This design comes from an exercise in tuning for small area, a short achievable clock period and few clock cycles per item on the open sky130 flow, not from production work. RTL that was checked went through simulation tests only; none was proved equivalent to the original.

==> inputs of ember <==
// nr_div
module nr_div (
    input rstn,
    input clk,
    input [23:0] d,
    input in_valid,
    output in_ready,
    output reg [23:0] out,
    output reg out_valid,
    input out_ready
);
    wire in_norm = d[23] ? ((d[22] == 1'b0 && d[21:8] != 14'd0) || d[22:8] == 15'h4000)
                         : d[22];
    wire acc = in_valid & in_ready;
    reg        v1, v2, v3, v4, v5, v6, v7, v8, v9;
    reg        f1, f2, f3, f4, f5, f6, f7, f8, f9;    
    reg        s1, s2, s3, s4, s5, s6, s7, s8, s9;
    reg [15:0] x1;
    reg [7:0]  dl1;
    reg [7:0]  ex2, ex3, ex4, ex5, ex6, ex7, ex8, ex9;
    reg [15:0] z2, z3, z4, z6, z7, zz8;
    reg        z2h;                      
    reg [1:0]  m2h;
    reg [13:0] mp2, mp3, mp4, mp5, mp6;
    reg [26:0] pa3_a, pa3_b;
    reg [11:0] ea4;
    reg [30:0] qb5_a, qb5_b;
    reg [21:0] pb7_a, pb7_b;
    reg [6:0]  eb8;
    reg [31:0] zc9_a, zc9_b;
    reg        sbusy;                    
    reg [2:0]  ph;                       
    reg [4:0]  cnt;
    reg [16:0] sZ, sB, sA;
    wire sdone = (ph == 3'd0);
    wire en = (!out_valid | out_ready) & !(v9 & f9 & !sdone);
    assign in_ready = (!out_valid | out_ready) & !sbusy;
    wire [15:0] m1 = x1 + {15'd0, s1};
    wire za_s1 = x1[0] ^ s1 ^ ~x1[4];
    wire za_c2 = (x1[0] & s1) | (x1[0] & ~x1[4]) | (s1 & ~x1[4]);
    wire za_s3 = x1[1] ^ ~x1[5] ^ x1[9];
    wire za_c4 = (x1[1] & ~x1[5]) | (x1[1] & x1[9]) | (~x1[5] & x1[9]);
    wire za_s5 = x1[2] ^ ~x1[6];
    wire za_c6 = x1[2] & ~x1[6];
    wire za_s7 = x1[3] ^ ~x1[7] ^ x1[11];
    wire za_c8 = (x1[3] & ~x1[7]) | (x1[3] & x1[11]) | (~x1[7] & x1[11]);
    wire za_s9 = ~x1[0] ^ ~s1 ^ x1[4];
  ...
==> flow/config.mk <==
export PLATFORM = sky130hd
export DESIGN_NAME = nr_div
export DESIGN_NICKNAME = nr_div
export VERILOG_FILES = /design/flow/design.v
export SDC_FILE = /design/flow/constraint.sdc
export NUM_CORES = 4
export LEC_CHECK = 0
export CAP_MARGIN = 20
export CORE_MARGIN = 2
export CORE_UTILIZATION = 40
export SETUP_SLACK_MARGIN = 4.0
export SLEW_MARGIN = 20
==> flow/constraint.sdc <==
create_clock -name core_clock -period 8.0 [get_ports {clk}]
set_input_delay 1.6000 -clock core_clock [delete_from_list [all_inputs] [get_ports {clk}]]
set_output_delay 1.6000 -clock core_clock [all_outputs]
set_load 0.01 [all_outputs]
standard.sh (not shown) runs the stock make flow with config.mk's settings and CLKGATE_MAP_FILE= SYNTH_SCRIPT=/design/flow/synth_recipe.tcl, a recipe that flattens the netlist after the stock synthesis.
==> flow/flow/run.sh <==
#!/bin/bash
# Standard layout, with one extra step between synthesis and floorplan:
# invopt.py re-polarises full and half adders so that the
# netlist needs fewer inverters around them.  Registers are untouched.
set -euo pipefail
R=orfs/results/${FLOW_PLATFORM}/nr_div/base
bash standard.sh synth > synth.log 2>&1
cp "$R/1_2_yosys.v" "$R/1_2_yosys.std.v"
python3 flow/invopt.py "$R/1_2_yosys.std.v" "$R/1_2_yosys.v" > invopt.log 2>&1
rm -f "$R/1_synth.odb" "$R/1_synth.sdc"
bash standard.sh > layout.log 2>&1
Other scripts of this flow, unchanged in this note and not shown: flow/flow/invopt.py
==> willow (differences from ember) <==
--- a/flow/design.v
+++ b/flow/design.v
@@ -18,18 +18,22 @@
     reg [7:0]  dl1;
     reg [7:0]  ex2, ex3, ex4, ex5, ex6, ex7, ex8, ex9;
     reg [15:0] z2, z3, z4, z6, z7, zz8;
     reg        z2h;                      
     reg [1:0]  m2h;
     reg [13:0] mp2, mp3, mp4, mp5, mp6;
-    reg [26:0] pa3_a, pa3_b;
+    reg [26:8] pa3_a, pa3_b;
+    reg        pa3_c;
     reg [11:0] ea4;
-    reg [30:0] qb5_a, qb5_b;
-    reg [21:0] pb7_a, pb7_b;
+    reg [30:8] qb5_a, qb5_b;
+    reg        qb5_c;
+    reg [21:8] pb7_a, pb7_b;
+    reg        pb7_c;
     reg [6:0]  eb8;
-    reg [31:0] zc9_a, zc9_b;
+    reg [31:7] zc9_a, zc9_b;
+    reg        zc9_c;
     reg        sbusy;                    
     reg [2:0]  ph;                       
     reg [4:0]  cnt;
     reg [16:0] sZ, sB, sA;
     wire sdone = (ph == 3'd0);
     wire en = (!out_valid | out_ready) & !(v9 & f9 & !sdone);
@@ -592,13 +596,14 @@
     wire pa_s551 = pa_c498 ^ pa_s499 ^ pa_s447;
     wire pa_c552 = (pa_c498 & pa_s499) | (pa_c498 & pa_s447) | (pa_s499 & pa_s447);
     wire pa_s553 = pa_c500 ^ pa_s501 ^ pa_s451;
     wire pa_c554 = (pa_c500 & pa_s501) | (pa_c500 & pa_s451) | (pa_s501 & pa_s451);
     wire [26:0] pa_a = {pa_c552, pa_c550, pa_c548, pa_c546, pa_c544, pa_c542, pa_c540, pa_c538, pa_c536, pa_c534, pa_c532, pa_c530, pa_c528, pa_c526, pa_c524, pa_c522, pa_c520, pa_c518, pa_c516, pa_c514, pa_c512, pa_c510, pa_c508, pa_c506, pa_c504, pa_s503, (z2[0] & mp2[0])};
     wire [26:0] pa_b = {pa_s553, pa_s551, pa_s549, pa_s547, pa_s545, pa_s543, pa_s541, pa_s539, pa_s537, pa_s535, pa_s533, pa_s531, pa_s529, pa_s527, pa_s525, pa_s523, pa_s521, pa_s519, pa_s517, pa_s515, pa_s513, pa_s511, pa_s509, pa_s507, pa_s505, 1'b1, 1'b1};
-    wire [26:0] pa3 = pa3_a + pa3_b;
+    wire [8:0]  pa_lo = pa_a[7:0] + pa_b[7:0];    
+    wire [26:8] pa3 = pa3_a + pa3_b + {18'd0, pa3_c};
     wire [11:0] e1n = ~pa3[26:15];
     wire qb_s555 = (z4[9] & ea4[0]) ^ (z4[8] & ea4[1]);
     wire qb_c556 = (z4[9] & ea4[0]) & (z4[8] & ea4[1]);
     wire qb_s557 = (z4[10] & ea4[0]) ^ (z4[9] & ea4[1]) ^ (z4[8] & ea4[2]);
     wire qb_c558 = ((z4[10] & ea4[0]) & (z4[9] & ea4[1])) | ((z4[10] & ea4[0]) & (z4[8] & ea4[2])) | ((z4[9] & ea4[1]) & (z4[8] & ea4[2]));
     wire qb_s559 = (z4[7] & ea4[3]) ^ (z4[6] & ea4[4]);
@@ -928,13 +933,14 @@
     wire qb_s883 = z4[14] ^ 1'b1;
     wire qb_c884 = z4[14] & 1'b1;
     wire qb_s885 = z4[15] ^ 1'b1;
     wire qb_c886 = z4[15] & 1'b1;
     wire [30:0] qb_a = {qb_c884, qb_c882, qb_c880, qb_c878, qb_c876, qb_c874, qb_c872, qb_c870, qb_c868, qb_c866, qb_c864, qb_c862, qb_c860, qb_c858, qb_c856, qb_c854, qb_c852, qb_c850, qb_c848, qb_c846, qb_c844, qb_c842, qb_c840, qb_c838, qb_c836, qb_c834, qb_c832, qb_c830, qb_s829, (z4[1] & ea4[0]), (z4[0] & ea4[0])};
     wire [30:0] qb_b = {qb_s885, qb_s883, qb_s881, qb_s879, qb_s877, qb_s875, qb_s873, qb_s871, qb_s869, qb_s867, qb_s865, qb_s863, qb_s861, qb_s859, qb_s857, qb_s855, qb_s853, qb_s851, qb_s849, qb_s847, qb_s845, qb_s843, qb_s841, qb_s839, qb_s837, qb_s835, qb_s833, qb_s831, (z4[0] & ea4[2]), (z4[0] & ea4[1]), 1'b0};
-    wire [30:0] qb5 = qb5_a + qb5_b;
+    wire [8:0]  qb_lo = qb_a[7:0] + qb_b[7:0];
+    wire [30:8] qb5 = qb5_a + qb5_b + {22'd0, qb5_c};
     wire pb_s887 = (z6[12] & mp6[0]) ^ (z6[11] & mp6[1]);
     wire pb_c888 = (z6[12] & mp6[0]) & (z6[11] & mp6[1]);
     wire pb_s889 = (z6[13] & mp6[0]) ^ (z6[12] & mp6[1]) ^ (z6[11] & mp6[2]);
     wire pb_c890 = ((z6[13] & mp6[0]) & (z6[12] & mp6[1])) | ((z6[13] & mp6[0]) & (z6[11] & mp6[2])) | ((z6[12] & mp6[1]) & (z6[11] & mp6[2]));
     wire pb_s891 = (z6[10] & mp6[3]) ^ (z6[9] & mp6[4]);
     wire pb_c892 = (z6[10] & mp6[3]) & (z6[9] & mp6[4]);
@@ -1307,13 +1313,14 @@
     wire pb_s1259 = pb_c1216 ^ pb_s1217 ^ pb_s1175;
     wire pb_c1260 = (pb_c1216 & pb_s1217) | (pb_c1216 & pb_s1175) | (pb_s1217 & pb_s1175);
     wire pb_s1261 = pb_c1218 ^ pb_s1219 ^ pb_s1179;
     wire pb_c1262 = (pb_c1218 & pb_s1219) | (pb_c1218 & pb_s1179) | (pb_s1219 & pb_s1179);
     wire [21:0] pb_a = {pb_c1260, pb_c1258, pb_c1256, pb_c1254, pb_c1252, pb_c1250, pb_c1248, pb_c1246, pb_c1244, pb_c1242, pb_c1240, pb_c1238, pb_c1236, pb_c1234, pb_c1232, pb_c1230, pb_c1228, pb_c1226, pb_c1224, pb_c1222, pb_s1221, (z6[0] & mp6[0])};
     wire [21:0] pb_b = {pb_s1261, pb_s1259, pb_s1257, pb_s1255, pb_s1253, pb_s1251, pb_s1249, pb_s1247, pb_s1245, pb_s1243, pb_s1241, pb_s1239, pb_s1237, pb_s1235, pb_s1233, pb_s1231, pb_s1229, pb_s1227, pb_s1225, pb_s1223, 1'b1, 1'b1};
-    wire [21:0] pb7 = pb7_a + pb7_b;
+    wire [8:0]  pb_lo = pb_a[7:0] + pb_b[7:0];
+    wire [21:8] pb7 = pb7_a + pb7_b + {13'd0, pb7_c};
     wire [6:0]  e2n = ~pb7[21:15];
     wire zc_s1263 = (zz8[15] & eb8[0]) ^ (zz8[14] & eb8[1]);
     wire zc_c1264 = (zz8[15] & eb8[0]) & (zz8[14] & eb8[1]);
     wire zc_s1265 = (zz8[15] & eb8[1]) ^ (zz8[14] & eb8[2]);
     wire zc_c1266 = (zz8[15] & eb8[1]) & (zz8[14] & eb8[2]);
     wire zc_s1267 = (zz8[4] & eb8[0]) ^ (zz8[3] & eb8[1]);
@@ -1585,31 +1592,32 @@
     wire zc_s1533 = zz8[15] ^ 1'b1;
     wire zc_c1534 = zz8[15] & 1'b1;
     wire zc_s1535 = s8 ^ 1'b1;
     wire zc_c1536 = s8 & 1'b1;
     wire [31:0] zc_a = {zc_c1534, zc_c1532, zc_c1530, zc_c1528, zc_c1526, zc_c1524, zc_c1522, zc_c1520, zc_c1518, zc_c1516, zc_c1514, zc_c1512, zc_c1510, zc_c1508, zc_c1506, zc_c1504, zc_c1502, zc_c1500, zc_c1498, zc_c1496, zc_c1494, zc_c1492, zc_c1490, zc_c1488, zc_c1486, zc_c1484, zc_c1482, zc_c1480, zc_c1478, zc_c1476, zc_c1474, zc_s1473};
     wire [31:0] zc_b = {zc_s1535, zc_s1533, zc_s1531, zc_s1529, zc_s1527, zc_s1525, zc_s1523, zc_s1521, zc_s1519, zc_s1517, zc_s1515, zc_s1513, zc_s1511, zc_s1509, zc_s1507, zc_s1505, zc_s1503, zc_s1501, zc_s1499, zc_s1497, zc_s1495, zc_s1493, zc_s1491, zc_s1489, zc_s1487, zc_s1485, zc_s1483, zc_s1481, zc_s1479, zc_s1477, zc_s1475, 1'b1};
-    wire [31:0] zc9 = zc9_a + zc9_b;
+    wire [7:0]  zc_lo = zc_a[6:0] + zc_b[6:0];
+    wire [31:7] zc9 = zc9_a + zc9_b + {24'd0, zc9_c};
     wire [15:0] sm  = s9 ? (~sZ[16:1] + 16'd1) : sZ[16:1];
     wire [15:0] om  = f9 ? sm : zc9[31:16];
     wire [23:0] r9  = {om, ex9};
     always @(posedge clk) begin
         if (acc) begin
             s1 <= d[23]; x1 <= d[23:8] ^ {16{d[23]}}; dl1 <= d[7:0];
         end
     end
     always @(posedge clk) begin
         if (en) begin
             s2 <= s1; ex2 <= 8'd1 - dl1; z2 <= z1[15:0]; mp2 <= m1[13:0]; z2h <= z1[16]; m2h <= m1[15:14];
-            s3 <= s2; ex3 <= ex2; z3 <= z2; mp3 <= mp2; pa3_a <= pa_a; pa3_b <= pa_b;
+            s3 <= s2; ex3 <= ex2; z3 <= z2; mp3 <= mp2; pa3_a <= pa_a[26:8]; pa3_b <= pa_b[26:8]; pa3_c <= pa_lo[8];
             s4 <= s3; ex4 <= ex3; z4 <= z3; mp4 <= mp3; ea4 <= e1n;
-            s5 <= s4; ex5 <= ex4; mp5 <= mp4; qb5_a <= qb_a; qb5_b <= qb_b;
+            s5 <= s4; ex5 <= ex4; mp5 <= mp4; qb5_a <= qb_a[30:8]; qb5_b <= qb_b[30:8]; qb5_c <= qb_lo[8];
             s6 <= s5; ex6 <= ex5; z6 <= qb5[30:15]; mp6 <= mp5;
-            s7 <= s6; ex7 <= ex6; z7 <= z6; pb7_a <= pb_a; pb7_b <= pb_b;
+            s7 <= s6; ex7 <= ex6; z7 <= z6; pb7_a <= pb_a[21:8]; pb7_b <= pb_b[21:8]; pb7_c <= pb_lo[8];
             s8 <= s7; ex8 <= ex7; zz8 <= z7 ^ {16{s7}}; eb8 <= e2n;
-            s9 <= s8; ex9 <= ex8; zc9_a <= zc_a; zc9_b <= zc_b;
+            s9 <= s8; ex9 <= ex8; zc9_a <= zc_a[31:7]; zc9_b <= zc_b[31:7]; zc9_c <= zc_lo[7];
         end
     end
     wire push = en & v9;
     wire pop  = out_valid & out_ready;
     always @(posedge clk) begin
         if (!rstn) begin
- CORE_UTILIZATION: 40 -> 60
==> garnet (differences from ember) <==
- CTS_BUF_LIST: default -> sky130_fd_sc_hd__clkbuf_8
- CTS_CLUSTER_SIZE: default -> 30
==> summary of the runs <==
- Clock skew: ember < willow < garnet.
- In ember the register-to-register slack is better than in garnet, by 0.08 ns.
- The highest final area belongs to ember, the lowest to willow.
- Of willow and ember, willow has the higher first-iteration DRC count (gap about 8%, measured against ember).
- Against ember, the final cell count of willow is lower by 13%.
- Between garnet and willow, the lower flip-flop and latch count is in willow (gap 51).
- The lowest via count belongs to willow, the highest to garnet.
==> figures <==
metric                                                                 willow                   garnet                    ember
Outcome                                               complete, no violations  complete, no violations  complete, no violations
X dimension of the die                                                 271 µm                   339 µm                   339 µm
Aggregate routed wire length                                         92700 µm                 97700 µm                 96500 µm
Synthesized net count                                                    4264                     4419                     4419
Tightest slew margin relative to the limit                              0.296                    0.344                    0.279
Number of buffers inserted by post-CTS setup repair                        87                       92                       81
Wire length on met1                                                  39500 µm                 43700 µm                 42900 µm
Final-layout clock buffer total                                            80                      106                       77
Hold wc startpoint                                                         f1                   ex8[1]                    z3[6]
Critical Path End                                                   pb7_b[15]                pa3_b[14]                pb7_b[14]
Highest clock frequency the design can meet                           254 MHz                  249 MHz                  255 MHz
Met1 track demand over resource                                         0.361                    0.235                    0.233
Overall track demand over capacity in global routing                    0.262                    0.174                    0.172
Post-detailed-route wirelength per cell                               19.4 µm                  17.6 µm                  17.6 µm
Testbench counts of ember, summed over its fixed seeds: cycles 2,128, items 2,048.
Testbench counts of garnet, summed over its fixed seeds: cycles 2,128, items 2,048.
For willow, only the layout was checked, not whether the RTL still works.

## static timing again, ports no longer ideal
In the flow no input, the clock included, has a driving cell. The finished layouts below were timed again as built, in two steps.
Step 1, drivers: a clkbuf_16 drives clk and a buf_2 each remaining input, both assumed.
Step 2, shift: input delay + t, output delay - t, t = (earliest + latest rising clock arrival at the registers) / 2. This alone moves slack from input paths to output paths.
a / b / c = no drivers / after step 1 / after step 2; a / b = the first two.
| run | t, ns | slack for setup (ns) | pins driven straight from the clock port |
|---|---|---|---|
| ember | 0.717 | 4.071 / 4.071 / 3.672 | 1 |
| willow | 0.701 | 4.068 / 4.068 / 3.842 | 1 |
| garnet | 0.819 | 3.986 / 3.986 / 3.746 | 1 |
After both steps setup and hold are still met in every run listed. For ember, which loses most, drivers alone change the setup slack by 0.000 ns; drivers and shift together by -0.399 ns.
